What follows belongs to an exercise in optimizing a design on an open flow for small area; a production flow would make more cautious choices.
Only simulation tests tie the RTL to the original design; equivalence was not proved.
In runs 2 to 6 the design's own scripts or RTL, not TritonCTS, make the clock network.
No driver is modelled on the clock port, so clock power and skew are understated where the tree is cut down; a real chip needs a root buffer or a tree.
Power is estimated from default activity; no workload was simulated.

==> design.v <==
module contr_play_game(vga_clk,resetn,key_move,addr_x,addr_y,vga_r1,vga_g1,vga_b1);
parameter RESOLUTION = "160x120";
input vga_clk;
input resetn;
input key_move;
input [((RESOLUTION == "320x240") ? (8) : (7)):0] addr_x;
input [((RESOLUTION == "320x240") ? (7) : (6)):0] addr_y;
output [9:0] vga_r1;
output [9:0] vga_g1;
output [9:0] vga_b1;
reg [4:0] data_con;
reg en_sig;
wire frame_addr = (addr_x == 8'd1) && (addr_y == 7'd0);
wire dc_fb = data_con[4] ^ data_con[2] ^ (data_con[3:0] == 4'd0);
always @(posedge vga_clk) begin
  if (!resetn) begin
    data_con <= 5'd0;
    en_sig <= 1'b0;
  end else begin
    if (frame_addr) data_con <= {data_con[3:0], dc_fb};
    en_sig <= frame_addr && (data_con == 5'b01000);
  end
end
reg b0;
reg [5:0] u0, u1, u2, u3;
reg up0, up1, up2, up3;
wire [6:0] l0 = {u0, b0};
wire [6:0] l1 = {u1, b0};
wire [6:0] l2 = {u2, b0};
wire [6:0] l3 = {u3, b0};
always @(posedge vga_clk) begin
  if (!resetn) begin
    b0 <= 1'b0;
    u0 <= 6'd0;  up0 <= 1'b0;
    u1 <= 6'd30; up1 <= 1'b0;
    u2 <= 6'd20; up2 <= 1'b0;
    u3 <= 6'd50; up3 <= 1'b0;
  end else if (en_sig) begin
    b0 <= ~b0;
    u0 <= up0 ? u0 + b0 : u0 - !b0;
    u1 <= up1 ? u1 + b0 : u1 - !b0;
    u2 <= up2 ? u2 + b0 : u2 - !b0;
    u3 <= up3 ? u3 + b0 : u3 - !b0;
    if (b0 && (up0 ? (u0[5] & u0[4] & u0[2] & u0[1]) : (u0 == 6'd0))) up0 <= ~up0;
    if (b0 && (up1 ? (u1[5] & u1[4] & u1[2] & u1[1]) : (u1 == 6'd0))) up1 <= ~up1;
    if (b0 && (up2 ? (u2[5] & u2[4] & u2[2] & u2[1]) : (u2 == 6'd0))) up2 <= ~up2;
    if (b0 && (up3 ? (u3[5] & u3[4] & u3[2] & u3[1]) : (u3 == 6'd0))) up3 <= ~up3;
  end
end
reg col_sig;
always @(posedge vga_clk) begin
  if (!resetn) col_sig <= 1'b0;
  else col_sig <= (addr_x >= 8'd34 && addr_x <= 8'd36) || (addr_x >= 8'd69 && addr_x <= 8'd71) ||
                  (addr_x >= 8'd99 && addr_x <= 8'd101) || (addr_x >= 8'd129 && addr_x <= 8'd131);
end
wire [6:0] yb = addr_y - b0;
wire [3:0] zb = yb[6:3];
wire [1:0] zo = yb[2:1];
wire [3:0] zbm1 = zb - 1'b1;
wire in0 = ((zb == u0[5:2] && zo >= u0[1:0]) || (zbm1 == u0[5:2] && zo <= u0[1:0])) && (l0 <= 7'd118);
wire in1 = (zb == u1[5:2] && zo >= u1[1:0]) || (zbm1 == u1[5:2] && zo <= u1[1:0]);
wire in2 = (zb == u2[5:2] && zo >= u2[1:0]) || (zbm1 == u2[5:2] && zo <= u2[1:0]);
wire in3 = (zb == u3[5:2] && zo >= u3[1:0]) || (zbm1 == u3[5:2] && zo <= u3[1:0]);
reg bar_on;
always @(posedge vga_clk) begin
  if (!resetn) bar_on <= 1'b0;
  else if (col_sig) bar_on <= in0 | in1 | in2 | in3;
end
reg [4:0] zc;
reg move_sig;
wire [15:0] zc_tt = 16'b1000011011111001;
wire zc_fb = zc_tt[{zc[4], zc[3], zc[1], zc[0]}];
always @(posedge vga_clk) begin
  if (!resetn || key_move) zc <= 5'd0;
  else zc <= {zc[3:0], zc_fb};
  if (!resetn) move_sig <= 1'b0;
  else move_sig <= (zc == 5'b01111);
end
reg [5:0] k;
reg hit_any, hit_sig;
always @(posedge vga_clk) begin
  if (!resetn || hit_sig) k <= 6'd0;
  else if (move_sig) k <= (k[5] & k[2] & k[1]) ? 6'd0 : k + 1'b1;   
end
wire cov0 = (l0 >= 7'd49) && (l0 <= 7'd61);
wire cov1 = (l1 >= 7'd49) && (l1 <= 7'd61);
wire cov2 = (l2 >= 7'd49) && (l2 <= 7'd61);
wire cov3 = (l3 >= 7'd49) && (l3 <= 7'd61);
always @(posedge vga_clk) begin
  if (!resetn) begin
    hit_any <= 1'b0;
    hit_sig <= 1'b0;
  end else begin
    hit_any <= (k[3] & ~k[4] & (k[2:0] == 3'd0) & cov0) |
               (k[4] & (k[3:1] == 3'd0) & k[0] & cov1) |
               (k[4] & k[3] & (k[2:1] == 2'd0) & cov2) |
               (k[5] & (k[2:0] == 3'd0) & cov3);
    hit_sig <= hit_any;
  end
end
wire [7:0] xm1 = addr_x - 8'd1;
reg targ_on;
always @(posedge vga_clk) begin
  if (!resetn) targ_on <= 1'b0;
  else if (addr_y >= 7'd58 && addr_y <= 7'd61) targ_on <= (xm1[7:2] == k);
end
wire A = bar_on, B = targ_on;
assign vga_r1 = {A, A, A, A, A, 1'b0, A | B, 1'b0, B, 1'b0};
assign vga_g1 = {1'b0, B, B, 1'b0, 1'b0, B, 1'b0, 1'b0, A, A};
assign vga_b1 = {1'b0, B, B, 1'b0, 1'b0, B, A, 1'b0, A, 1'b0};
endmodule
==> flow/run.sh <==
#!/bin/bash
# Own layout flow: the standard synthesis, then an area-oriented re-mapping of the
# combinational logic between the (untouched) registers, then the standard ORFS layout.
set -euo pipefail
W=$(pwd)
R=$W/orfs/results/${FLOW_PLATFORM}/contr_play_game/base
LIB=$FLOW_HOME/platforms/sky130hd/lib/sky130_fd_sc_hd__tt_025C_1v80.lib

# 1. standard synthesis (unchanged)
bash standard.sh synth > $W/log_synth.txt 2>&1

# 2. re-map the logic for area; registers (dfxtp cells) are kept as black boxes
cp $R/1_2_yosys.v $W/std_synth.v
sed -e "s#@LIB@#$LIB#g" -e "s#@IN@#$W/std_synth.v#g" -e "s#@OUT@#$W/remapped.v#g" \
    -e "s#@ABC@#$W/flow/area.abc#g" $W/flow/remap.ys > $W/remap_run.ys
yosys -s $W/remap_run.ys > $W/log_remap.txt 2>&1
cp $W/remapped.v $R/1_2_yosys.v
rm -f $R/1_synth.odb $R/1_synth.sdc

# 3. standard layout on the re-mapped netlist
bash standard.sh \
  "BUFFER_PORTS_ARGS=-buffer_cell sky130_fd_sc_hd__buf_1" \
  "SKIP_REPAIR_TIE_FANOUT=1" \
  "CTS_ARGS=-sink_clustering_enable -repair_clock_nets -dont_use_dummy_load" \
  finish > $W/log_layout.txt 2>&1
==> flow/area.abc <==
strash
&get -n
&deepsyn -T 120 -t
&put
dch -f
amap
topo
dnsize
==> flow/remap.ys <==
read_liberty -ignore_miss_func @LIB@
read_verilog @IN@
hierarchy -top contr_play_game
setattr -mod -set blackbox 1 sky130_fd_sc_hd__dfxtp_1
flatten
rename -hide w:*.*
hierarchy -top contr_play_game
read_liberty -lib -overwrite @LIB@
opt_clean
stat
abc -liberty @LIB@ -dont_use sky130_fd_sc_hd__probe_p_8 -dont_use sky130_fd_sc_hd__probec_p_8 -dont_use sky130_fd_sc_hd__lpflow_bleeder_1 -dont_use sky130_fd_sc_hd__lpflow_clkbufkapwr_1 -dont_use sky130_fd_sc_hd__lpflow_clkbufkapwr_16 -dont_use sky130_fd_sc_hd__lpflow_clkbufkapwr_2 -dont_use sky130_fd_sc_hd__lpflow_clkbufkapwr_4 -dont_use sky130_fd_sc_hd__lpflow_clkbufkapwr_8 -dont_use sky130_fd_sc_hd__lpflow_clkinvkapwr_1 -dont_use sky130_fd_sc_hd__lpflow_clkinvkapwr_16 -dont_use sky130_fd_sc_hd__lpflow_clkinvkapwr_2 -dont_use sky130_fd_sc_hd__lpflow_clkinvkapwr_4 -dont_use sky130_fd_sc_hd__lpflow_clkinvkapwr_8 -dont_use sky130_fd_sc_hd__lpflow_decapkapwr_12 -dont_use sky130_fd_sc_hd__lpflow_decapkapwr_3 -dont_use sky130_fd_sc_hd__lpflow_decapkapwr_4 -dont_use sky130_fd_sc_hd__lpflow_decapkapwr_6 -dont_use sky130_fd_sc_hd__lpflow_decapkapwr_8 -dont_use sky130_fd_sc_hd__lpflow_inputiso0n_1 -dont_use sky130_fd_sc_hd__lpflow_inputiso0p_1 -dont_use sky130_fd_sc_hd__lpflow_inputiso1n_1 -dont_use sky130_fd_sc_hd__lpflow_inputiso1p_1 -dont_use sky130_fd_sc_hd__lpflow_inputisolatch_1 -dont_use sky130_fd_sc_hd__lpflow_isobufsrc_1 -dont_use sky130_fd_sc_hd__lpflow_isobufsrc_16 -dont_use sky130_fd_sc_hd__lpflow_isobufsrc_2 -dont_use sky130_fd_sc_hd__lpflow_isobufsrc_4 -dont_use sky130_fd_sc_hd__lpflow_isobufsrc_8 -dont_use sky130_fd_sc_hd__lpflow_isobufsrckapwr_16 -dont_use sky130_fd_sc_hd__lpflow_lsbuf_lh_hl_isowell_tap_1 -dont_use sky130_fd_sc_hd__lpflow_lsbuf_lh_hl_isowell_tap_2 -dont_use sky130_fd_sc_hd__lpflow_lsbuf_lh_hl_isowell_tap_4 -dont_use sky130_fd_sc_hd__lpflow_lsbuf_lh_isowell_4 -dont_use sky130_fd_sc_hd__lpflow_lsbuf_lh_isowell_tap_1 -dont_use sky130_fd_sc_hd__lpflow_lsbuf_lh_isowell_tap_2 -dont_use sky130_fd_sc_hd__lpflow_lsbuf_lh_isowell_tap_4 -dont_use sky130_fd_sc_hd__fill_1 -dont_use sky130_fd_sc_hd__fill_2 -dont_use sky130_fd_sc_hd__fill_4 -dont_use sky130_fd_sc_hd__fill_8  -script @ABC@
opt_clean -purge
hilomap -singleton -hicell sky130_fd_sc_hd__conb_1 HI -locell sky130_fd_sc_hd__conb_1 LO
setundef -zero
splitnets
opt_clean -purge
insbuf -buf sky130_fd_sc_hd__buf_4 A X
check -assert
stat -liberty @LIB@
write_verilog -noattr -nohex -nodec @OUT@
==> standard.sh <==
#!/bin/bash
# synth_recipe.tcl (not shown) runs the flow's synth.tcl, then flattens the netlist and writes it again
# the make line also repeats each setting of config.mk as NAME=value (left out here)
make -C /OpenROAD-flow-scripts/flow DESIGN_CONFIG=/design/flow/config.mk WORK_HOME=/design/flow/orfs CLKGATE_MAP_FILE= SYNTH_SCRIPT=/design/flow/synth_recipe.tcl "${@:-finish}"
==> config.mk <==
export PLATFORM = sky130hd
export DESIGN_NAME = contr_play_game
export DESIGN_NICKNAME = contr_play_game
export VERILOG_FILES = /design/flow/design.v
export SDC_FILE = /design/flow/constraint.sdc
export NUM_CORES = 4
export LEC_CHECK = 0
export CAP_MARGIN = 20
export CORE_MARGIN = 2
export CORE_UTILIZATION = 40
export PLACE_DENSITY = 0.6
export SLEW_MARGIN = 20
==> constraint.sdc <==
create_clock -name core_clock -period 8.0 [get_ports {vga_clk}]
set_input_delay 1.6000 -clock core_clock [delete_from_list [all_inputs] [get_ports {vga_clk}]]
set_output_delay 1.6000 -clock core_clock [all_outputs]
set_load 0.01 [all_outputs]
==> impl_metrics.ini, run 1 <==
[final_layout]
nNetsFinal = 486
finish.utilization_pct = 42.74
n_antenna_cell = 0
drive_above_1_share_pct = 1.502
syn_to_final_growth_pct = 4.082

[setup_path]
r2r_cells = 11
worst-r2r-setup-slack_ps = 5510
cp_slowest_cell = buf_1
timing.rr.start = b0$_SDFFE_PN0P_
path_class = input pin to register
path_cells = buf_1 -> clkinv_1 -> nand2_1 -> o22ai_1 -> o21a_1 -> o31a_1 -> nor4_1 -> nor3b_1 -> a31oi_1
crit_path_end_kind = register
cp.required_ps = 8220
cpPeakStageDelay_ps = 300
reg2reg_to = u2[5]$_SDFFE_PN0P_
crit_arrival_ps = 3420
crit_path_start_kind = input pin
critPathMaxFanout = 7

[detailed_routing]
first_pass_iters = 5
dr.first_iter.drc_count = 241
dr_total_vias = 3208
drt_wl_total_mm = 8.192
drcViolationCount = 0
wl_per_cell_um = 14.42
ant_nets = 0
via_per_inst = 5.648

[pwr]
p_leak_nw = 1.004
peakVddDrop_v = 0.00008380
powerDensity_nw_per_um2 = 133.6

[timing]
post-route-period-util_pct = 40.06
max_freq_ghz = 0.3120
worst_pin_slew_ps = 921.0
clock-skew-final_ps = 19.94
setup_viol = 0
slew_viol_final = 0
rsz0062_at_grt = false
finalSetupTns_ps = 0
relSlewSlack_pct = 37.80
hold_viol = 0
period_needed_ps = 3205

[status]
status = timing/DRC/antenna clean

[yosys]
syn_area_per_cell_sq_um = 6.969
syn-cell-area_sq_um = 3157
synth_cells = 453
ys_warn_count = 1
synth_nets = 471

[floorplan]
rows = 32
num_io_pins = 48
die_y_um = 92.84
die-area_sq_um = 8618
start_util_pct = 41.06
die-width_um = 92.84
core_sq_um = 7687

[placed_design]
port_buffers = 34
hpwl_mm = 6.274
place_congestion = 0.9271

[cts]
cts_buffer_depth = 2
clock-sinks = 52
h-tree-depth = 2
cts_resized = 0
clk_latency_ps = 310
cts_tree = yes
cts_buffers = 5
cts_setup_buffers = 0
cts_root_buf = clkbuf_8
hold_buffers = 0
cts.clk_slew.worst_paths_ps = 100

[global_route]
grt_pass1_vias = 2861
grt_max_degree = 30
track_usage_pct = 19.12
overflow = 0
antenna_found_initial = 0
grt_pass1_wl_mm = 13.38

[worst_hold_path]
hold_path_end = zc[3]$_SDFF_PP0_
hold-path-cell-count = 2
hp-class = register to register
holdCritStartpoint = zc[2]$_SDFF_PP0_

[run]
cap_violations = 0
how the worst max path moves through the flow:
stage,slack [ps],start,end
after floorplan,5130,addr_y[1],bar_on$_SDFFE_PN0P_
after global placement,4600,addr_y[2],bar_on$_SDFFE_PN0P_
after detailed placement,4560,addr_y[2],bar_on$_SDFFE_PN0P_
after CTS,4850,addr_y[2],bar_on$_SDFFE_PN0P_
after global routing,4710,addr_y[2],bar_on$_SDFFE_PN0P_
final,4790,addr_y[2],bar_on$_SDFFE_PN0P_
metal layers:
layer	vias to the layer above	track usage [%]	share of wire (%)
met3	15	3.173	7.5
li1	1628	-	-
met4	0	5.882	2.2
met1	1461	25.45	44
met2	104	31.64	46
met5	-	0	0
state kept, by name (all words and copies together) (netlist names), 5 cells and up:
register	count
u3	6
data_con	5
u2	6
zc	5
u0	6
u1	6
k	6
area by class of cell:
type,instances,area (sq um)
well taps,102,127.6
multi-input cells,301,1635
fillers,833,4402
clock buffers,5,68.82
repair buffers,36,142.6
inverters,72,270.3
flip-flops and latches,52,1041
where the power goes:
part	switching (W)	internal [W]	total [W]	leakage [nW]
Combinational	0.0000289	0.0000128	0.0000417	0.549
Clock	0.0000802	0.0000567	0.000137	0.0359
Sequential	0.000000813	0.000259	0.000260	0.419
cell usage in the layout, fill, tap and decap left out, drive strengths merged, types with 7 or more instances in the layout:
cell	count
a211oi	15
dfxtp	52
a31oi	7
nor4	8
nand2	24
o221ai	7
o21ai	37
o22ai	18
nor3	13
buf	36
clkinv	72
a21oi	20
nor2	90
per-stage QoR:
step | hold slack [ps] | std cells | cell area [sq um] | setup WS, ps | total power, W
final | 433.7 | 568 | 3286 | 4795 | 0.0004388
after global routing | 456.7 | 568 | 3286 | 4709 | 0.0004576
after CTS | 438.9 | 568 | 3286 | 4853 | 0.0004431
after detailed placement | 423.1 | 563 | 3217 | 4559 | 0.0003069
after global placement | 419.2 | 563 | 3217 | 4598 | 0.0003070
after floorplan | 404.4 | 453 | 3157 | 5130 | 0.0002982
critical path, delay by kind of cell:
| family | cells | cell delay [ps] |
|---|---|---|
| buf+inv | 2 | 550 |
| compound gates | 4 | 660 |
| simple gates | 3 | 600 |
==> run 2, diff against run 1 <==
--- a/flow/run.sh
+++ b/flow/run.sh
@@ -17,9 +17,17 @@
 cp $W/remapped.v $R/1_2_yosys.v
 rm -f $R/1_synth.odb $R/1_synth.sdc
 
-# 3. standard layout on the re-mapped netlist
-bash standard.sh \
-  "BUFFER_PORTS_ARGS=-buffer_cell sky130_fd_sc_hd__buf_1" \
-  "SKIP_REPAIR_TIE_FANOUT=1" \
-  "CTS_ARGS=-sink_clustering_enable -repair_clock_nets -dont_use_dummy_load" \
-  finish > $W/log_layout.txt 2>&1
+# 3. standard layout on the re-mapped netlist up to clock tree synthesis
+VARS=("BUFFER_PORTS_ARGS=-buffer_cell sky130_fd_sc_hd__buf_1" "SKIP_REPAIR_TIE_FANOUT=1"
+      "CTS_ARGS=-sink_clustering_enable -repair_clock_nets -dont_use_dummy_load")
+bash standard.sh "${VARS[@]}" cts > $W/log_layout_cts.txt 2>&1
+
+# 4. replace the two-level clock tree by two clock buffers fed by the clock port
+ODB_IN=$R/4_cts.odb ODB_OUT=$R/4_cts_mod.odb SDC_IN=$R/4_cts.sdc LIB=$LIB \
+  PLATFORM_DIR=$FLOW_HOME/platforms/sky130hd NBUF=2 BUFCELL=sky130_fd_sc_hd__clkbuf_16 \
+  openroad -no_init -exit $W/flow/clk.tcl > $W/log_clk.txt 2>&1
+cp $R/4_cts_mod.odb $R/4_cts.odb
+touch $R/4_cts.sdc
+
+# 5. the rest of the standard layout
+bash standard.sh "${VARS[@]}" finish > $W/log_layout.txt 2>&1
==> flow/clk.tcl (new file) <==
# Rebuild the clock tree made by CTS as $::env(NBUF) buffers of type $::env(BUFCELL), each
# driving one cluster of the clock sinks straight from the clock port.
read_db $::env(ODB_IN)
read_liberty $::env(LIB)
read_sdc $::env(SDC_IN)
source $::env(PLATFORM_DIR)/setRC.tcl
set block [ord::get_db_block]
set db [ord::get_db]
set port_net [[$block findBTerm vga_clk] getNet]
set sinks {}
set bufs {}
proc walk {net} {
  global sinks bufs
  foreach it [$net getITerms] {
    if {[$it isOutputSignal]} { continue }
    set inst [$it getInst]
    set m [[$inst getMaster] getName]
    if {[string match "sky130_fd_sc_hd__clkbuf_*" $m] || [string match "sky130_fd_sc_hd__clkinv_*" $m]} {
      if {[lsearch $bufs $inst] < 0} {
        lappend bufs $inst
        walk [[$inst findITerm X] getNet]
      }
    } else {
      lappend sinks $it
    }
  }
}
walk $port_net
set n $::env(NBUF)
set pts {}
foreach it $sinks {
  set bb [[$it getInst] getBBox]
  lappend pts [list [expr {([$bb xMin] + [$bb xMax]) / 2.0}] [expr {([$bb yMin] + [$bb yMax]) / 2.0}]]
  $it disconnect
}
# k-means, seeded by sorting on x
set sorted [lsort -real -index 0 $pts]
set cs {}
for {set i 0} {$i < $n} {incr i} {
  lappend cs [lindex $sorted [expr {int(($i + 0.5) * [llength $sorted] / $n)}]]
}
for {set iter 0} {$iter < 50} {incr iter} {
  set asg {}
  foreach p $pts {
    set best 0; set bd 1e30
    for {set i 0} {$i < $n} {incr i} {
      set c [lindex $cs $i]
      set d [expr {abs([lindex $p 0] - [lindex $c 0]) + abs([lindex $p 1] - [lindex $c 1])}]
      if {$d < $bd} { set bd $d; set best $i }
    }
    lappend asg $best
  }
  set ncs {}
  for {set i 0} {$i < $n} {incr i} {
    set sx 0; set sy 0; set k 0
    foreach p $pts a $asg { if {$a == $i} { set sx [expr {$sx + [lindex $p 0]}]; set sy [expr {$sy + [lindex $p 1]}]; incr k } }
    if {$k > 0} { lappend ncs [list [expr {$sx / $k}] [expr {$sy / $k}]] } else { lappend ncs [lindex $cs $i] }
  }
  set cs $ncs
}
foreach inst $bufs {
  set onet [[$inst findITerm X] getNet]
  odb::dbInst_destroy $inst
  if {$onet != "NULL" && $onet != $port_net} { odb::dbNet_destroy $onet }
}
set master [$db findMaster $::env(BUFCELL)]
for {set i 0} {$i < $n} {incr i} {
  set buf [odb::dbInst_create $block $master clkbuf_leaf_${i}_vga_clk]
  set cnet [odb::dbNet_create $block clknet_leaf_${i}_vga_clk]
  $cnet setSigType CLOCK
  [$buf findITerm A] connect $port_net
  [$buf findITerm X] connect $cnet
  set k 0
  foreach it $sinks a $asg { if {$a == $i} { $it connect $cnet; incr k } }
  set c [lindex $cs $i]
  $buf setLocation [expr {int([lindex $c 0])}] [expr {int([lindex $c 1])}]
  $buf setPlacementStatus PLACED
  puts "buffer $i drives $k sinks"
}
detailed_placement
check_placement
estimate_parasitics -placement
set worst 0
foreach pin [get_pins -hierarchical */CLK] {
  set s [get_property $pin slew_max]
  if {$s > $worst} { set worst $s }
}
puts "worst estimated clock-pin slew $worst"
report_worst_slack -max
report_worst_slack -min
write_db $::env(ODB_OUT)
==> run 2 against run 1 <==
Still clean. Clock skew up 6.3 ps. Cell count up 0.53%. Sequential cell count unchanged. Total power down 5.8%. Worst setup slack worse by 610 ps. Sequential power about the same. Utilization down 0.44 points. Synthesized cell count up 1.8%. Wire length down 1.1%. Critical path type unchanged. Critical endpoint is now k[4]$_SDFFE_PP0P_. Largest power group unchanged.
==> impl_metrics.ini, run 2 <==
[global_route]
antenna_found_initial = 0
overflow = 0
grt_max_degree = 34
grt_pass1_vias = 2850
grt_pass1_wl_mm = 13.57
track_usage_pct = 19.42

[pwr]
powerDensity_nw_per_um2 = 127.1
p_leak_nw = 0.9827
seq_power_share_pct = 62.9
power_switching_w = 0.00009658
p_clk_share_pct = 27.7
peakVddDrop_v = 0.0001046
p_comb_share_pct = 9.4
p_int_w = 0.0003167
netSwitchingFraction_pct = 23.37

[timing]
worst_pin_slew_ps = 862.9
period_needed_ps = 3819
setup_slack_ps = 4181
hold_viol = 0
setup_viol = 0
slew_viol_final = 0
finalSetupTns_ps = 0
rsz0062_at_grt = false
max_freq_ghz = 0.2619
clock-skew-final_ps = 26.27
post-route-period-util_pct = 47.74
relSlewSlack_pct = 42.12

[detailed_routing]
drt_wl_total_mm = 8.100
first_pass_iters = 4
dr.first_iter.drc_count = 170
via_per_inst = 5.452
dr_total_vias = 3113
wl_per_cell_um = 14.19
drcViolationCount = 0
ant_nets = 0

[worst_hold_path]
holdCritStartpoint = zc[2]$_SDFF_PP0_
hp-class = register to register
hold-path-cell-count = 2
hold_path_end = zc[3]$_SDFF_PP0_

[cts]
cts_setup_buffers = 0
cts_resized = 0
cts.clk_slew.worst_paths_ps = 120
clock-sinks = 52
clk_latency_ps = 170
hold_buffers = 0

[run]
cap_violations = 0

[yosys]
synth_cells = 461
syn-cell-area_sq_um = 3157
ys_warn_count = 1
syn_area_per_cell_sq_um = 6.848
synth_nets = 479

[final_layout]
drive_above_1_share_pct = 0.4264
nNetsFinal = 489
fillers = 834
final_common_cell = nor2_1
syn_to_final_growth_pct = 3.012
n_antenna_cell = 0
final_cell_mix = nor2_1, clkinv_1, dfxtp_1

[floorplan]
core_sq_um = 7687
start_util_pct = 41.06
die_y_um = 92.84
num_io_pins = 48
rows = 32
die-width_um = 92.84
die-area_sq_um = 8618

[setup_path]
path_class = input pin to register
crit_path_end_kind = register
crit_arrival_ps = 3910
critPathMaxFanout = 28
reg2reg_to = bar_on$_SDFFE_PN0P_
timing.rr.start = b0$_SDFFE_PN0P_
r2r_cells = 9
worst-r2r-setup-slack_ps = 5320
crit_path_start_kind = input pin
cp.required_ps = 8100

[placed_design]
hpwl_mm = 6.207
place_congestion = 0.8987
pre_cts_slack_ps = 3918
port_buffers = 34

[status]
status = timing/DRC/antenna clean
[run 2: how the worst max path moves through the flow]
| stage | startpoint | to | slack, ps | depth (start not counted) |
|---|---|---|---|---|
| global route | resetn | k[4]$_SDFFE_PP0P_ | 3960 | 4 |
| floorplan | addr_y[0] | bar_on$_SDFFE_PN0P_ | 4950 | 8 |
| finish | resetn | k[4]$_SDFFE_PP0P_ | 4180 | 4 |
| global placement | resetn | k[0]$_SDFFE_PP0P_ | 4050 | 4 |
| detailed placement | resetn | k[2]$_SDFFE_PP0P_ | 3920 | 4 |
| CTS | resetn | k[2]$_SDFFE_PP0P_ | 4270 | 4 |
[run 2: power groups by stage]
stage | Sequential, W | Clock (W) | Combinational [W]
global route | 0.000260 | 0.000132 | 0.0000431
floorplan | 0.000266 | 0 | 0.0000296
detailed placement | 0.000266 | 0 | 0.0000384
finish | 0.000260 | 0.000114 | 0.0000390
CTS | 0.000260 | 0.000149 | 0.0000385
global placement | 0.000266 | 0 | 0.0000379
[run 2: stage by stage]
step	util [%]	cells	hold WS, ps	power (W)	cell area [sq um]
after global placement	41.65	569	410.6	0.0003038	3202
after detailed placement	41.65	569	418.5	0.0003043	3202
after global routing	42.30	571	453.4	0.0004355	3252
after floorplan	-	461	403.8	0.0002954	3157
final	42.30	571	436.7	0.0004133	3252
after CTS	42.55	574	432.8	0.0004474	3271
[run 2: cell type report]
| type | count | area, sq um | share of cell area [%] |
|---|---|---|---|
| Multi-Input combinational cell | 307 | 1628 | 50.06 |
| Sequential cell | 52 | 1041 | 32.01 |
| Inverter | 74 | 277.8 | 8.542 |
| Timing Repair Buffer | 34 | 127.6 | 3.925 |
| Tap cell | 102 | 127.6 | 3.925 |
| Buffer | 2 | 50.05 | 1.539 |
[run 2: metal layers]
layer	up-vias	wire length, um	track usage (%)
met5	-	0	0
met4	0	141	5.147
met2	69	3710	32.25
met1	1402	3906	26.58
met3	10	341	2.441
li1	1632	-	-
[run 2: worst max-delay path, stage by stage]
cell and delay (ps):
buf_1 470, clkinv_1 890, a311o_1 690, a211oi_1 250
==> run 3, diff against run 2 <==
--- a/flow/run.sh
+++ b/flow/run.sh
@@ -9,12 +9,30 @@
 # 1. standard synthesis (unchanged)
 bash standard.sh synth > $W/log_synth.txt 2>&1
 
-# 2. re-map the logic for area; registers (dfxtp cells) are kept as black boxes
+# 2. re-map the logic for area; registers (dfxtp cells) are kept as black boxes. ABC's
+# deepsyn is run with several random seeds in parallel and the smallest result is kept.
 cp $R/1_2_yosys.v $W/std_synth.v
-sed -e "s#@LIB@#$LIB#g" -e "s#@IN@#$W/std_synth.v#g" -e "s#@OUT@#$W/remapped.v#g" \
-    -e "s#@ABC@#$W/flow/area.abc#g" $W/flow/remap.ys > $W/remap_run.ys
-yosys -s $W/remap_run.ys > $W/log_remap.txt 2>&1
-cp $W/remapped.v $R/1_2_yosys.v
+remap() {
+  local s=$1
+  sed -e "s#@T@#${ABC_T:-90}#" -e "s#@S@#$s#" $W/flow/area.abc > $W/area_$s.abc
+  sed -e "s#@LIB@#$LIB#g" -e "s#@IN@#$W/std_synth.v#g" -e "s#@OUT@#$W/remapped_$s.v#g" \
+      -e "s#@ABC@#$W/area_$s.abc#g" $W/flow/remap.ys > $W/remap_run_$s.ys
+  yosys -s $W/remap_run_$s.ys > $W/log_remap_$s.txt 2>&1
+}
+for batch in "1 2 3 4" "5 6 7 8"; do
+  for s in $batch; do remap $s & done
+  wait
+done
+best=""; bestarea=""
+for s in 1 2 3 4 5 6 7 8; do
+  a=$(grep "Chip area" $W/log_remap_$s.txt | tail -1 | awk '{print $NF}')
+  echo "seed $s area $a" >> $W/log_remap_choice.txt
+  if [[ -n "$a" ]] && { [[ -z "$bestarea" ]] || awk "BEGIN{exit !($a < $bestarea)}"; }; then
+    best=$s; bestarea=$a
+  fi
+done
+echo "chosen seed $best area $bestarea" >> $W/log_remap_choice.txt
+cp $W/remapped_$best.v $R/1_2_yosys.v
 rm -f $R/1_synth.odb $R/1_synth.sdc
 
 # 3. standard layout on the re-mapped netlist up to clock tree synthesis
==> flow/area.abc (replaced) <==
strash
&get -n
&deepsyn -T @T@ -t -S @S@
&put
dch -f
amap
topo
dnsize
==> run 3 against run 2 <==
Still clean on timing, DRC and antenna. Global-route usage down 0.53 points. Wire length down 1.9%. Hold slack better by 2.7 ps. Design area down 1.3%. Critical path type unchanged. Largest cell class unchanged. Largest power group unchanged.
==> impl_metrics.ini, run 3 <==
[setup_path]
critPathMaxFanout = 9
r2r_cells = 12
crit_path_end_kind = register
reg2reg_to = bar_on$_SDFFE_PN0P_
crit_path_start_kind = input pin
path_class = input pin to register
cp.required_ps = 8090
timing.rr.start = b0$_SDFFE_PN0P_
crit_arrival_ps = 4170
worst-r2r-setup-slack_ps = 4850

[pwr]
powerDensity_nw_per_um2 = 129.8
p_int_w = 0.0003187
peakVddDrop_v = 0.0001514
netSwitchingFraction_pct = 23.53
p_leak_nw = 0.9623
power_switching_w = 0.00009807
p_clk_share_pct = 27.3
seq_power_share_pct = 62.6
p_comb_share_pct = 10.1

[final_layout]
fillers = 812
drive_above_1_share_pct = 0.4396
n_antenna_cell = 0
final_cell_mix = nor2_1, clkinv_1, dfxtp_1
nNetsFinal = 475
regArea_sq_um = 1041
syn_to_final_growth_pct = 3.052
multi_input_area_sq_um = 1590
final_common_cell = nor2_1

[global_route]
track_usage_pct = 18.89
antenna_found_initial = 0
grt_pass1_vias = 2766
overflow = 0
grt_max_degree = 32
grt_pass1_wl_mm = 13.10

[cts]
cts_setup_buffers = 0
clock-sinks = 52
hold_buffers = 0
cts_resized = 0
clk_latency_ps = 170
cts.clk_slew.worst_paths_ps = 110

[detailed_routing]
drcViolationCount = 0
ant_nets = 0
wl_per_cell_um = 14.27
via_per_inst = 5.632
drt_wl_total_mm = 7.947
first_pass_iters = 5
dr_total_vias = 3137
dr.first_iter.drc_count = 212

[timing]
hold_viol = 0
setup_viol = 0
period_needed_ps = 4078
relSlewSlack_pct = 31.51
max_freq_ghz = 0.2452
rsz0062_at_grt = false
worst_pin_slew_ps = 1014
post-route-period-util_pct = 50.98
clock-skew-final_ps = 19.84
slew_viol_final = 0
finalSetupTns_ps = 0
setup_slack_ps = 3922

[status]
status = timing/DRC/antenna clean

[worst_hold_path]
hold_path_end = en_sig$_SDFF_PN0_
hp-class = register to register
holdCritStartpoint = data_con[1]$_SDFFE_PN0P_
hold-path-cell-count = 1

[floorplan]
rows = 32
start_util_pct = 40.74
num_io_pins = 48
die-width_um = 92.26
die_y_um = 92.26
core_sq_um = 7647
die-area_sq_um = 8511

[yosys]
ys_warn_count = 1
syn-cell-area_sq_um = 3115
synth_nets = 465
syn_area_per_cell_sq_um = 6.970
synth_cells = 447

[placed_design]
hpwl_mm = 6.104
place_congestion = 0.8841
port_buffers = 34
pre_cts_slack_ps = 3819

[run]
cap_violations = 0
run 3: changes by cell type in the layout (fill, tap and decap cells not counted), moves of 2 or more:
cell,previous run,this run
a32oi_1,0,3
nor4_1,11,7
a21oi_1,22,19
nor3_1,14,17
nor2_1,102,85
nor2b_1,1,4
nand3_1,8,5
nand2_1,24,21
o311a_1,2,0
o21a_1,5,7
a31oi_1,7,12
nand4_1,3,6
o22ai_1,19,21
a22oi_1,1,5
run 3: critical path, stage by stage:
cell and delay (ps):
buf_1 140, nor2_1 100, nand2_1 80, clkinv_1 70, o21ai_0 750, clkinv_1 340, a22oi_1 310, o311ai_0 200
a222oi_1 300, nor3_1 110, a31oi_1 160
run 3: how the worst max path moves through the flow:
stage	from	to	slack (ps)	cells past startpoint
finish	addr_y[1]	bar_on$_SDFFE_PN0P_	3920	11
global route	addr_y[1]	bar_on$_SDFFE_PN0P_	3530	11
CTS	addr_y[1]	bar_on$_SDFFE_PN0P_	4110	11
detailed placement	addr_y[1]	bar_on$_SDFFE_PN0P_	3820	11
global placement	addr_y[1]	bar_on$_SDFFE_PN0P_	3990	11
floorplan	addr_y[0]	bar_on$_SDFFE_PN0P_	4480	10
run 3: power groups by stage:
stage	combinational (W)	sequential, W	clock, W
floorplan	0.0000340	0.000266	0
global placement	0.0000407	0.000267	0
detailed placement	0.0000416	0.000267	0
CTS	0.0000418	0.000261	0.000142
global route	0.0000473	0.000261	0.000126
finish	0.0000421	0.000261	0.000114
run 3: per-stage QoR:
stage	hold slack [ps]	power, W	util [%]	std cells	area (sq um)
6_report	439.4	0.0004167	41.98	557	3211
5_1_grt	462.3	0.0004340	41.98	557	3211
4_1_cts	434.1	0.0004441	42.23	560	3229
3_5_place_dp	419.9	0.0003083	41.33	555	3161
3_3_place_gp	420.2	0.0003073	41.33	555	3161
2_1_floorplan	404.4	0.0003004	-	447	3115
run 3: final cells by class:
type                    count  area share (%)
plain buffers               2           1.559
inverters                  73           8.535
multi-input cells         294           49.53
flip-flops and latches     52           32.42
well taps                 102           3.975
repair buffers             34           3.975
run 3: per-layer routing:
| metal | GRT usage, % | up-vias | part of all wire, % |
|---|---|---|---|
| li1 | - | 1609 | - |
| met1 | 25.75 | 1439 | 48 |
| met2 | 31.31 | 80 | 46 |
| met3 | 2.629 | 9 | 4.2 |
| met4 | 5.100 | 0 | 1.5 |
| met5 | 0 | - | 0 |
==> run 4, diff against run 3 <==
--- a/design.v
+++ b/design.v
@@ -22,31 +22,37 @@
   end
 end
 reg b0;
-reg [5:0] u0, u1, u2, u3;
-reg up0, up1, up2, up3;
+reg [5:0] u0;
+reg up0;
+reg [6:0] ph;
+always @(posedge vga_clk) begin
+  if (!resetn) begin
+    b0 <= 1'b0;
+    u0 <= 6'd0;  up0 <= 1'b0;
+    ph <= 7'd80;
+  end else if (en_sig) begin
+    b0 <= ~b0;
+    u0 <= up0 ? u0 + b0 : u0 - !b0;
+    if (b0 && (up0 ? (u0[5] & u0[4] & u0[2] & u0[1]) : (u0 == 6'd0))) up0 <= ~up0;
+    if (b0) ph <= (ph == 7'd109) ? 7'd0 : ph + 1'b1;
+  end
+end
+wire [6:0] ph2 = (ph >= 7'd100) ? ph - 7'd100 : ph + 7'd10;
+wire [6:0] ph3 = (ph < 7'd20) ? ph + 7'd90 : ph - 7'd20;
+function [5:0] ufold; input [6:0] h; input b;
+  reg [6:0] f;
+  begin
+    f = 7'd110 - h - b;
+    ufold = (h <= 7'd54) ? h[5:0] : f[5:0];
+  end
+endfunction
+wire [5:0] u1 = ufold(ph, b0);
+wire [5:0] u2 = ufold(ph2, b0);
+wire [5:0] u3 = ufold(ph3, b0);
 wire [6:0] l0 = {u0, b0};
 wire [6:0] l1 = {u1, b0};
 wire [6:0] l2 = {u2, b0};
 wire [6:0] l3 = {u3, b0};
-always @(posedge vga_clk) begin
-  if (!resetn) begin
-    b0 <= 1'b0;
-    u0 <= 6'd0;  up0 <= 1'b0;
-    u1 <= 6'd30; up1 <= 1'b0;
-    u2 <= 6'd20; up2 <= 1'b0;
-    u3 <= 6'd50; up3 <= 1'b0;
-  end else if (en_sig) begin
-    b0 <= ~b0;
-    u0 <= up0 ? u0 + b0 : u0 - !b0;
-    u1 <= up1 ? u1 + b0 : u1 - !b0;
-    u2 <= up2 ? u2 + b0 : u2 - !b0;
-    u3 <= up3 ? u3 + b0 : u3 - !b0;
-    if (b0 && (up0 ? (u0[5] & u0[4] & u0[2] & u0[1]) : (u0 == 6'd0))) up0 <= ~up0;
-    if (b0 && (up1 ? (u1[5] & u1[4] & u1[2] & u1[1]) : (u1 == 6'd0))) up1 <= ~up1;
-    if (b0 && (up2 ? (u2[5] & u2[4] & u2[2] & u2[1]) : (u2 == 6'd0))) up2 <= ~up2;
-    if (b0 && (up3 ? (u3[5] & u3[4] & u3[2] & u3[1]) : (u3 == 6'd0))) up3 <= ~up3;
-  end
-end
 reg col_sig;
 always @(posedge vga_clk) begin
   if (!resetn) col_sig <= 1'b0;
==> run 4 against run 3 <==
Global-route usage is 2.5 points higher. Combinational power is 4% higher. Wire length is 2.1% higher. Synthesized cell count is 0.22% higher. Critical path depth is 5 higher. Via count is 2.1% lower. Sequential power is 27% lower. Utilization is 1.2 points higher. Sequential cell count is 14 lower. Sequential share of layout area is 6.8 points lower. Worst setup slack worse by 41 ps. Clock skew is 17 ps lower. Critical path type unchanged. Critical endpoint unchanged. Largest power group unchanged.
==> impl_metrics.ini, run 4 <==
[final_layout]
syn_to_final_growth_pct = 3.042
fin_cells = 552
final_cell_mix = nor2_1, clkinv_1, dfxtp_1
largest_reg_flops = 7
regArea_sq_um = 760.7
multi_input_area_sq_um = 1653
largest_register = ph
final_common_cell = nor2_1
drive_above_1_share_pct = 0.4386
nNetsFinal = 476
top_regs = ph x7, k x6, u0 x6
n_antenna_cell = 0
fillers = 741

[yosys]
synth_cells = 448
ys_warn_count = 1
synth_nets = 466
syn-cell-area_sq_um = 2879
syn_area_per_cell_sq_um = 6.426

[pwr]
netSwitchingFraction_pct = 24.59
power_switching_w = 0.00008121
finalPower_w = 0.0003302
seq_power_share_pct = 57.7
p_clk_share_pct = 29.1
p_comb_share_pct = 13.2
p_leak_nw = 0.9310
powerDensity_nw_per_um2 = 111.3
p_int_w = 0.0002490
peakVddDrop_v = 0.0001278

[placed_design]
post-place-cells = 550
port_buffers = 34
hpwl_mm = 6.551
place_congestion = 1.007

[run]
cap_violations = 0

[detailed_routing]
drcViolationCount = 0
wl_per_cell_um = 14.70
via_per_inst = 5.563
first_pass_iters = 5
drt_wl_total_mm = 8.114
ant_nets = 0
dr_total_vias = 3071
dr.first_iter.drc_count = 191

[timing]
hold_slack_ps = 436.2
worst_pin_slew_ps = 934.0
rsz0062_at_grt = false
slew_viol_final = 0
setup_viol = 0
clock-skew-final_ps = 3.213
hold_viol = 0
post-route-period-util_pct = 51.49
relSlewSlack_pct = 36.92
max_freq_ghz = 0.2428
period_needed_ps = 4119
finalSetupTns_ps = 0

[setup_path]
reg2reg_to = hit_any$_SDFF_PN0_
crit_arrival_ps = 4220
critPathMaxFanout = 5
path_class = input pin to register
cp.required_ps = 8100
crit_path_start_kind = input pin
timing.rr.start = ph[6]$_SDFFE_PN1P_
r2r_cells = 15
worst-r2r-setup-slack_ps = 4060
crit_path_end_kind = register

[cts]
cts_setup_buffers = 0
clock-sinks = 38
hold_buffers = 0
cts.clk_slew.worst_paths_ps = 80
clk_latency_ps = 150
cts_resized = 0

[global_route]
grt_pass1_vias = 2752
grt_pass1_wl_mm = 13.22
grt_max_degree = 21
antenna_found_initial = 0
track_usage_pct = 21.43
overflow = 0

[worst_hold_path]
hold-path-cell-count = 1
hold_path_end = en_sig$_SDFF_PN0_
hp-class = register to register
holdCritStartpoint = data_con[4]$_SDFFE_PN0P_

[floorplan]
die-width_um = 88.84
core_sq_um = 6869
num_io_pins = 48
die_y_um = 88.84
rows = 30
start_util_pct = 41.91
die-area_sq_um = 7893

[status]
status = timing/DRC/antenna clean
[run 4: layer usage]
| layer | vias to the layer above | wire length (um) | GRT usage [%] |
|---|---|---|---|
| met5 | - | 0 | 0 |
| met4 | 0 | 289 | 7.851 |
| met3 | 23 | 498 | 2.519 |
| met2 | 110 | 3676 | 35.07 |
| met1 | 1365 | 3649 | 28.93 |
| li1 | 1573 | - | - |
[run 4: through the flow]
| step | area (sq um) | util, % | setup slack (ps) |
|---|---|---|---|
| after floorplan | 2879 | - | 4233 |
| after global placement | 2917 | 42.46 | 3854 |
| after detailed placement | 2917 | 42.46 | 3773 |
| after CTS | 2985 | 43.46 | 4069 |
| after global routing | 2967 | 43.19 | 3378 |
| final | 2967 | 43.19 | 3881 |
[run 4: cell type report]
| cell class | count | area share (%) |
|---|---|---|
| multi-input combinational | 314 | 55.71 |
| sequential | 38 | 25.64 |
| inverter | 68 | 8.604 |
| timing repair buffer | 34 | 4.302 |
| tap | 96 | 4.049 |
| buffer | 2 | 1.687 |
[run 4: worst max-delay path by stage]
stage	start	to	slack [ps]	depth (start not counted)
after floorplan	addr_y[0]	bar_on$_SDFFE_PN0P_	4230	15
after global routing	ph[6]$_SDFFE_PN1P_	hit_any$_SDFF_PN0_	3380	15
after detailed placement	addr_y[0]	bar_on$_SDFFE_PN0P_	3770	16
after global placement	addr_y[0]	bar_on$_SDFFE_PN0P_	3850	16
after CTS	addr_y[0]	bar_on$_SDFFE_PN0P_	4070	16
final	addr_y[0]	bar_on$_SDFFE_PN0P_	3880	16
[run 4: worst max-delay path, cell delays in order]
cell and delay [ps]:
buf_1 80, nor2_1 110, nand2_1 90, nor2_1 160
clkinv_1 120, nor2_1 290, nor2_1 110, a21oi_1 280
nor2_1 70, a21oi_1 210, o311a_1 210, a21oi_1 50
a2111oi_0 360, o311ai_0 210, nand3_1 120, o211a_1 130
[run 4: power groups by stage]
stage | registers (W) | logic [W] | clock network [W]
3_3_place_gp | 0.000195 | 0.0000427 | 0
6_report | 0.000190 | 0.0000437 | 0.0000961
4_1_cts | 0.000191 | 0.0000432 | 0.000124
2_1_floorplan | 0.000195 | 0.0000350 | 0
5_1_grt | 0.000191 | 0.0000493 | 0.000107
3_5_place_dp | 0.000195 | 0.0000429 | 0
==> run 5, diff against run 4 <==
--- a/design.v
+++ b/design.v
@@ -22,33 +22,33 @@
   end
 end
 reg b0;
-reg [5:0] u0;
-reg up0;
+reg t0;
 reg [6:0] ph;
 always @(posedge vga_clk) begin
   if (!resetn) begin
     b0 <= 1'b0;
-    u0 <= 6'd0;  up0 <= 1'b0;
+    t0 <= 1'b1;
     ph <= 7'd80;
   end else if (en_sig) begin
     b0 <= ~b0;
-    u0 <= up0 ? u0 + b0 : u0 - !b0;
-    if (b0 && (up0 ? (u0[5] & u0[4] & u0[2] & u0[1]) : (u0 == 6'd0))) up0 <= ~up0;
     if (b0) ph <= (ph == 7'd109) ? 7'd0 : ph + 1'b1;
+    if (b0 && ph == 7'd88) t0 <= 1'b0;
   end
 end
+wire [6:0] ph0 = (ph >= 7'd34) ? ph - 7'd34 : ph + 7'd76;
 wire [6:0] ph2 = (ph >= 7'd100) ? ph - 7'd100 : ph + 7'd10;
 wire [6:0] ph3 = (ph < 7'd20) ? ph + 7'd90 : ph - 7'd20;
-function [5:0] ufold; input [6:0] h; input b;
+function [5:0] ufold; input [6:0] h; input b; input down;
   reg [6:0] f;
   begin
     f = 7'd110 - h - b;
-    ufold = (h <= 7'd54) ? h[5:0] : f[5:0];
+    ufold = (h <= 7'd54 && !down) ? h[5:0] : f[5:0];
   end
 endfunction
-wire [5:0] u1 = ufold(ph, b0);
-wire [5:0] u2 = ufold(ph2, b0);
-wire [5:0] u3 = ufold(ph3, b0);
+wire [5:0] u0 = ufold(ph0, b0, t0);
+wire [5:0] u1 = ufold(ph, b0, 1'b0);
+wire [5:0] u2 = ufold(ph2, b0, 1'b0);
+wire [5:0] u3 = ufold(ph3, b0, 1'b0);
 wire [6:0] l0 = {u0, b0};
 wire [6:0] l1 = {u1, b0};
 wire [6:0] l2 = {u2, b0};
==> run 5 against run 4 <==
Cell count is 4.3% lower. Critical endpoint unchanged. Sequential share of layout area is 2.9 points lower. Clock power is 13% lower. Sequential cell count is 6 lower. Combinational power is 9.2% higher.
==> impl_metrics.ini, run 5 <==
[status]
status = timing/DRC/antenna clean

[yosys]
synth_cells = 440
synth_nets = 458
syn-cell-area_sq_um = 2748
ys_warn_count = 1
syn_area_per_cell_sq_um = 6.245

[setup_path]
timing.rr.start = ph[3]$_SDFFE_PN0P_
cp.required_ps = 8080
critPathMaxFanout = 5
crit_path_end_kind = register
crit_arrival_ps = 4080
crit_path_start_kind = input pin
path_buf_inv = 3
cpPeakStageDelay_ps = 390
path_common_cell = nor2_1
path_cells = buf_1 -> nor2_1 -> nand2_1 -> nor2_1 -> nor2_1 -> clkinv_1 -> nor2_1 -> o22ai_1 -> clkinv_1 -> a22oi_1 -> o2111ai_1 -> a221oi_1 -> a31oi_1 -> a2111o_1 -> a31oi_1
cp_slowest_cell = o22ai_1
crit_family = compound AO/OA/AOI/OAI gates
setup.worst_path.start = addr_y[0]
path_class = input pin to register

[cts]
cts_resized = 0
cts_setup_buffers = 0
cts.clk_slew.worst_paths_ps = 80
hold_buffers = 0
clock-sinks = 32
clk_latency_ps = 140

[timing]
worst_pin_slew_ps = 735.9
clock-skew-final_ps = 20.20
max_freq_ghz = 0.2496
period_needed_ps = 4007
slew_viol_final = 0
relSlewSlack_pct = 50.42
hold_viol = 0
post-route-period-util_pct = 50.09
setup_viol = 0
finalSetupTns_ps = 0
rsz0062_at_grt = false
hold_slack_ps = 431.6
setup_slack_ps = 3993

[final_layout]
largest_reg_flops = 7
nNetsFinal = 468
top_regs = ph x7, k x6
fillers = 748
final_cell_mix = nor2_1, clkinv_1, buf_1
fin_cells = 528
n_antenna_cell = 0
syn_to_final_growth_pct = 2.459
regArea_sq_um = 640.6
multi_input_area_sq_um = 1615
final_common_cell = nor2_1
drive_above_1_share_pct = 0.4464
largest_register = ph

[detailed_routing]
wl_per_cell_um = 14.92
ant_nets = 0
first_pass_iters = 6
dr_total_vias = 3104
drcViolationCount = 0
dr.first_iter.drc_count = 429
drt_wl_total_mm = 7.877
via_per_inst = 5.879

[worst_hold_path]
holdCritStartpoint = zc[4]$_SDFF_PP0_
hp-class = register to register

[placed_design]
post-place-cells = 526
hpwl_mm = 6.388
place_congestion = 1.009
port_buffers = 34
pre_cts_slack_ps = 3852

[pwr]
p_leak_nw = 0.9013
finalPower_w = 0.0002928
powerDensity_nw_per_um2 = 104.0
peakVddDrop_v = 0.0001397

[floorplan]
num_io_pins = 48
start_util_pct = 40.89
die_y_um = 86.88
die-area_sq_um = 7548
core_sq_um = 6719
rows = 30
die-width_um = 86.88

[global_route]
grt_pass1_vias = 2768
track_usage_pct = 21.41
grt_pass1_wl_mm = 13.14
antenna_found_initial = 0
overflow = 0
grt_max_degree = 21

[run]
cap_violations = 0
-- run 5: cell types whose count changed in the layout (fill, tap and decap cells not counted), moves of 4 or more --
cell / change
a2111oi_0: -4
a211oi_1: -4
clkinv_1: +7
dfxtp_1: -6
nor2_1: -16
nor4_1: +9
o22ai_1: +9
-- run 5: path summary, 6_finish.rpt --
kind                               to  cells after the start  slack (ps)
setup reg to reg  bar_on$_SDFFE_PN0P_                     18        4060
hold / removal    move_sig$_SDFF_PN0_                      1         430
hold reg to reg   move_sig$_SDFF_PN0_                      1         430
setup / recovery  bar_on$_SDFFE_PN0P_                     15        3990
-- run 5: layout make-up --
class / instances / share of cell area, %
buffer: 2 / 1.778
inverter: 75 / 10.00
tap: 80 / 3.556
timing repair buffer: 34 / 4.533
multi-input combinational: 305 / 57.38
sequential: 32 / 22.76
-- run 5: through the flow --
stage          area (sq um)  util (%)
3_5_place_dp           2765     41.15
6_report               2815     41.90
5_1_grt                2815     41.90
3_3_place_gp           2765     41.15
2_1_floorplan          2748         -
4_1_cts                2834     42.18
-- run 5: routing by layer --
metal	part of all wire (%)	GRT usage, %
met2	45	34.70
met3	8.0	1.706
met1	43	28.94
met4	4.1	9.659
met5	0	0
-- run 5: power breakdown --
| group | switching [W] | total (W) | internal [W] |
|---|---|---|---|
| Clock | 0.0000389 | 0.0000838 | 0.0000449 |
| Combinational | 0.0000327 | 0.0000477 | 0.0000150 |
| Sequential | 0.000000993 | 0.000161 | 0.000160 |
==> run 6, diff against run 5 <==
--- a/design.v
+++ b/design.v
@@ -21,52 +21,36 @@
     en_sig <= frame_addr && (data_con == 5'b01000);
   end
 end
-reg b0;
+reg [7:0] p;
 reg t0;
-reg [6:0] ph;
 always @(posedge vga_clk) begin
   if (!resetn) begin
-    b0 <= 1'b0;
+    p <= 8'd160;
     t0 <= 1'b1;
-    ph <= 7'd80;
   end else if (en_sig) begin
-    b0 <= ~b0;
-    if (b0) ph <= (ph == 7'd109) ? 7'd0 : ph + 1'b1;
-    if (b0 && ph == 7'd88) t0 <= 1'b0;
+    p <= (p == 8'd219) ? 8'd0 : p + 1'b1;
+    if (p == 8'd177) t0 <= 1'b0;
   end
 end
-wire [6:0] ph0 = (ph >= 7'd34) ? ph - 7'd34 : ph + 7'd76;
-wire [6:0] ph2 = (ph >= 7'd100) ? ph - 7'd100 : ph + 7'd10;
-wire [6:0] ph3 = (ph < 7'd20) ? ph + 7'd90 : ph - 7'd20;
-function [5:0] ufold; input [6:0] h; input b; input down;
-  reg [6:0] f;
-  begin
-    f = 7'd110 - h - b;
-    ufold = (h <= 7'd54 && !down) ? h[5:0] : f[5:0];
-  end
+wire [8:0] xd = {1'b0, p} + 9'd128 - {2'b0, addr_y};
+wire [8:0] sd = {1'b0, p} + {2'b0, addr_y};
+function ins; input [8:0] v; input [8:0] lo, hi;
+  ins = (v >= lo) && (v <= hi);
 endfunction
-wire [5:0] u0 = ufold(ph0, b0, t0);
-wire [5:0] u1 = ufold(ph, b0, 1'b0);
-wire [5:0] u2 = ufold(ph2, b0, 1'b0);
-wire [5:0] u3 = ufold(ph3, b0, 1'b0);
-wire [6:0] l0 = {u0, b0};
-wire [6:0] l1 = {u1, b0};
-wire [6:0] l2 = {u2, b0};
-wire [6:0] l3 = {u3, b0};
+wire in1 = (p <= 8'd110) ? ins(xd, 9'd119, 9'd128) : ins(sd, 9'd220, 9'd229);
+wire in2 = (p <= 8'd90) ? ins(xd, 9'd99, 9'd108) :
+           (p >= 8'd200) ? ins(xd, 9'd319, 9'd328) : ins(sd, 9'd200, 9'd209);
+wire in3 = (p < 8'd40) ? ins(sd, 9'd40, 9'd49) :
+           (p <= 8'd150) ? ins(xd, 9'd159, 9'd168) : ins(sd, 9'd260, 9'd269);
+wire in0 = t0 ? ((p >= 8'd170 && ins(sd, 9'd288, 9'd297)) || (p == 8'd160 && addr_y <= 7'd9)) :
+           (p < 8'd68) ? ins(sd, 9'd68, 9'd77) :
+           (p <= 8'd178) ? ins(xd, 9'd187, 9'd196) : ins(sd, 9'd288, 9'd297);
 reg col_sig;
 always @(posedge vga_clk) begin
   if (!resetn) col_sig <= 1'b0;
   else col_sig <= (addr_x >= 8'd34 && addr_x <= 8'd36) || (addr_x >= 8'd69 && addr_x <= 8'd71) ||
                   (addr_x >= 8'd99 && addr_x <= 8'd101) || (addr_x >= 8'd129 && addr_x <= 8'd131);
 end
-wire [6:0] yb = addr_y - b0;
-wire [3:0] zb = yb[6:3];
-wire [1:0] zo = yb[2:1];
-wire [3:0] zbm1 = zb - 1'b1;
-wire in0 = ((zb == u0[5:2] && zo >= u0[1:0]) || (zbm1 == u0[5:2] && zo <= u0[1:0])) && (l0 <= 7'd118);
-wire in1 = (zb == u1[5:2] && zo >= u1[1:0]) || (zbm1 == u1[5:2] && zo <= u1[1:0]);
-wire in2 = (zb == u2[5:2] && zo >= u2[1:0]) || (zbm1 == u2[5:2] && zo <= u2[1:0]);
-wire in3 = (zb == u3[5:2] && zo >= u3[1:0]) || (zbm1 == u3[5:2] && zo <= u3[1:0]);
 reg bar_on;
 always @(posedge vga_clk) begin
   if (!resetn) bar_on <= 1'b0;
@@ -88,10 +72,10 @@
   if (!resetn || hit_sig) k <= 6'd0;
   else if (move_sig) k <= (k[5] & k[2] & k[1]) ? 6'd0 : k + 1'b1;   
 end
-wire cov0 = (l0 >= 7'd49) && (l0 <= 7'd61);
-wire cov1 = (l1 >= 7'd49) && (l1 <= 7'd61);
-wire cov2 = (l2 >= 7'd49) && (l2 <= 7'd61);
-wire cov3 = (l3 >= 7'd49) && (l3 <= 7'd61);
+wire cov0 = (p >= 8'd117 && p <= 8'd129) || (p >= 8'd7 && p <= 8'd19);
+wire cov1 = (p >= 8'd49 && p <= 8'd61) || (p >= 8'd159 && p <= 8'd171);
+wire cov2 = (p >= 8'd29 && p <= 8'd41) || (p >= 8'd139 && p <= 8'd151);
+wire cov3 = (p >= 8'd89 && p <= 8'd101) || (p >= 8'd199 && p <= 8'd211);
 always @(posedge vga_clk) begin
   if (!resetn) begin
     hit_any <= 1'b0;
--- a/flow/run.sh
+++ b/flow/run.sh
@@ -40,9 +40,9 @@
       "CTS_ARGS=-sink_clustering_enable -repair_clock_nets -dont_use_dummy_load")
 bash standard.sh "${VARS[@]}" cts > $W/log_layout_cts.txt 2>&1
 
-# 4. replace the two-level clock tree by two clock buffers fed by the clock port
+# 4. replace the two-level clock tree by one clock buffer fed by the clock port
 ODB_IN=$R/4_cts.odb ODB_OUT=$R/4_cts_mod.odb SDC_IN=$R/4_cts.sdc LIB=$LIB \
-  PLATFORM_DIR=$FLOW_HOME/platforms/sky130hd NBUF=2 BUFCELL=sky130_fd_sc_hd__clkbuf_16 \
+  PLATFORM_DIR=$FLOW_HOME/platforms/sky130hd NBUF=1 BUFCELL=sky130_fd_sc_hd__clkbuf_16 \
   openroad -no_init -exit $W/flow/clk.tcl > $W/log_clk.txt 2>&1
 cp $R/4_cts_mod.odb $R/4_cts.odb
 touch $R/4_cts.sdc
==> run 6 against run 5 <==
Still clean on timing, DRC and antenna. Clock power is 21% lower. Utilization is 0.60 points lower. Worst setup slack worse by 170 ps. Total power is 5.6% lower. Area after synthesis is 13% lower. Critical endpoint unchanged.
==> impl_metrics.ini, run 6 <==
[cts]
clk_latency_ps = 180
cts_setup_buffers = 0
cts_resized = 0
clock-sinks = 32
hold_buffers = 0
cts.clk_slew.worst_paths_ps = 120

[timing]
post-route-period-util_pct = 52.19
worst_pin_slew_ps = 503.1
max_freq_ghz = 0.2395
hold_viol = 0
hold_slack_ps = 434.0
rsz0062_at_grt = false
setup_viol = 0
clock-skew-final_ps = 7.003
period_needed_ps = 4175
relSlewSlack_pct = 66.20
slew_viol_final = 0
finalSetupTns_ps = 0
setup_slack_ps = 3825

[setup_path]
crit_path_start_kind = input pin
cp.required_ps = 8130
crit_arrival_ps = 4300
path_class = input pin to register
worst-r2r-setup-slack_ps = 4820
critPathMaxFanout = 4
crit_path_end_kind = register

[final_layout]
syn_to_final_growth_pct = 1.525
finish.utilization_pct = 41.30
final_cell_mix = nor2_1, clkinv_1, buf_1
n_antenna_cell = 0
fillers = 641
largest_reg_flops = 8
final_area_sq_um = 2416
top_regs = p x8, k x6
nNetsFinal = 398
drive_above_1_share_pct = 0.2646
regArea_sq_um = 640.6
largest_register = p
final_common_cell = nor2_1
multi_input_area_sq_um = 1323

[floorplan]
die_y_um = 81.13
die-width_um = 81.13
die-area_sq_um = 6582
start_util_pct = 40.68
rows = 28
num_io_pins = 48
core_sq_um = 5851

[detailed_routing]
ant_nets = 0
first_pass_iters = 4
via_per_inst = 5.450
drcViolationCount = 0
dr_total_vias = 2469
wl_per_cell_um = 13.57
drt_wl_total_mm = 6.146
dr.first_iter.drc_count = 183

[pwr]
peakVddDrop_v = 0.0001024
p_leak_nw = 0.7388
p_clk_share_pct = 23.9
p_comb_share_pct = 18.0
powerDensity_nw_per_um2 = 114.5
p_int_w = 0.0002000
netSwitchingFraction_pct = 27.70
seq_power_share_pct = 58.1
power_switching_w = 0.00007660

[yosys]
ys_warn_count = 1
syn-cell-area_sq_um = 2380
synth_nets = 389
synth_cells = 371
syn_area_per_cell_sq_um = 6.415

[placed_design]
place_area_sq_um = 2391
pre_cts_slack_ps = 3686
hpwl_mm = 5.067
place_congestion = 0.8993
port_buffers = 34

[global_route]
grt_pass1_vias = 2167
grt_max_degree = 33
track_usage_pct = 18.89
antenna_found_initial = 0
grt_pass1_wl_mm = 9.936
overflow = 0

[run]
cap_violations = 0

[status]
status = timing/DRC/antenna clean

[worst_hold_path]
hp-class = register to register
==> run 6: power by group through the flow <==
stage / Sequential [W] / Combinational (W) / Clock [W]
final: 0.000161 / 0.0000498 / 0.0000661
after detailed placement: 0.000164 / 0.0000492 / 0
after floorplan: 0.000164 / 0.0000412 / 0
after global placement: 0.000164 / 0.0000488 / 0
after global routing: 0.000161 / 0.0000564 / 0.0000726
after CTS: 0.000161 / 0.0000495 / 0.000115
==> run 6: final cells by class <==
cell class,instances,share of cell area [%]
Sequential cell,32,26.51
Tap cell,75,3.884
Multi-Input combinational cell,256,54.74
Timing Repair Buffer,34,5.282
Buffer,1,1.036
Inverter,55,8.545
==> run 6: metrics by stage <==
step / instances / total power [W]
6_report: 453 / 0.0002766
5_1_grt: 453 / 0.0002900
4_1_cts: 457 / 0.0003253
3_5_place_dp: 452 / 0.0002135
3_3_place_gp: 452 / 0.0002131
2_1_floorplan: 371 / 0.0002054
==> run 6: critical path: stages <==
cell,delay (ps)
buf_1,140
clkinv_1,130
o22ai_1,210
clkinv_1,120
nand2_1,80
o21ai_0,100
nand2_1,80
o21ai_0,100
nand2_1,90
o21ai_0,100
nand2_1,90
o21ai_0,100
o21ai_0,320
clkinv_1,140
a221oi_1,250
a31oi_1,60
a21oi_1,150
a311oi_1,60
a31oi_1,170
o221a_1,190
==> run 6: per-layer routing <==
layer / up-vias / routed length [um] / global-route usage (%)
li1: 1290 / - / -
met1: 1091 / 2962 / 26.24
met2: 78 / 2793 / 32.07
met3: 10 / 269 / 1.444
met4: 0 / 121 / 4.068
met5: - / 0 / 0
==> run 6: final timing paths <==
check                           start                  end  cells after the start
max                         addr_y[1]  bar_on$_SDFFE_PN0P_                     20
min          data_con[2]$_SDFFE_PN0P_    en_sig$_SDFF_PN0_                      1
max reg2reg         p[2]$_SDFFE_PN0P_  bar_on$_SDFFE_PN0P_                     17
min reg2reg  data_con[2]$_SDFFE_PN0P_    en_sig$_SDFF_PN0_                      1

==> what the ideal ports hide <==
Ports are ideal in the flow. The routed layouts listed here were re-timed in OpenROAD. Step 1: set_driving_cell puts a clkbuf_16 on vga_clk and a buf_2 on each other input, an assumption about the parent block. Step 2, shift: input delay + t, output delay - t, t = (earliest + latest rising clock arrival at the registers) / 2. This alone moves slack from input paths to output paths. a / b / c = no drivers / after step 1 / after step 2; a / b = the first two.
run	t, ns	setup WS [ns]	worst register clock-pin slew, ns	worst data-port slew with drivers (ns)	cell pins on the clock port's net
run 1	0.330	4.795 / 4.807 / 4.478	0.10 / 0.10	0.04	1
run 2	0.211	4.181 / 4.205 / 3.994	0.12 / 0.12	0.03	2
run 3	0.211	3.922 / 3.948 / 3.737	0.11 / 0.11	0.04	2
run 4	0.194	3.881 / 3.908 / 3.714	0.08 / 0.08	0.04	2
run 5	0.179	3.993 / 4.017 / 3.838	0.08 / 0.08	0.03	2
run 6	0.205	3.825 / 3.832 / 3.627	0.12 / 0.12	0.03	1
After both steps every run listed still meets setup and hold. For run 1, which loses most, drivers alone change the setup slack by +0.012 ns; drivers and shift together by -0.317 ns.
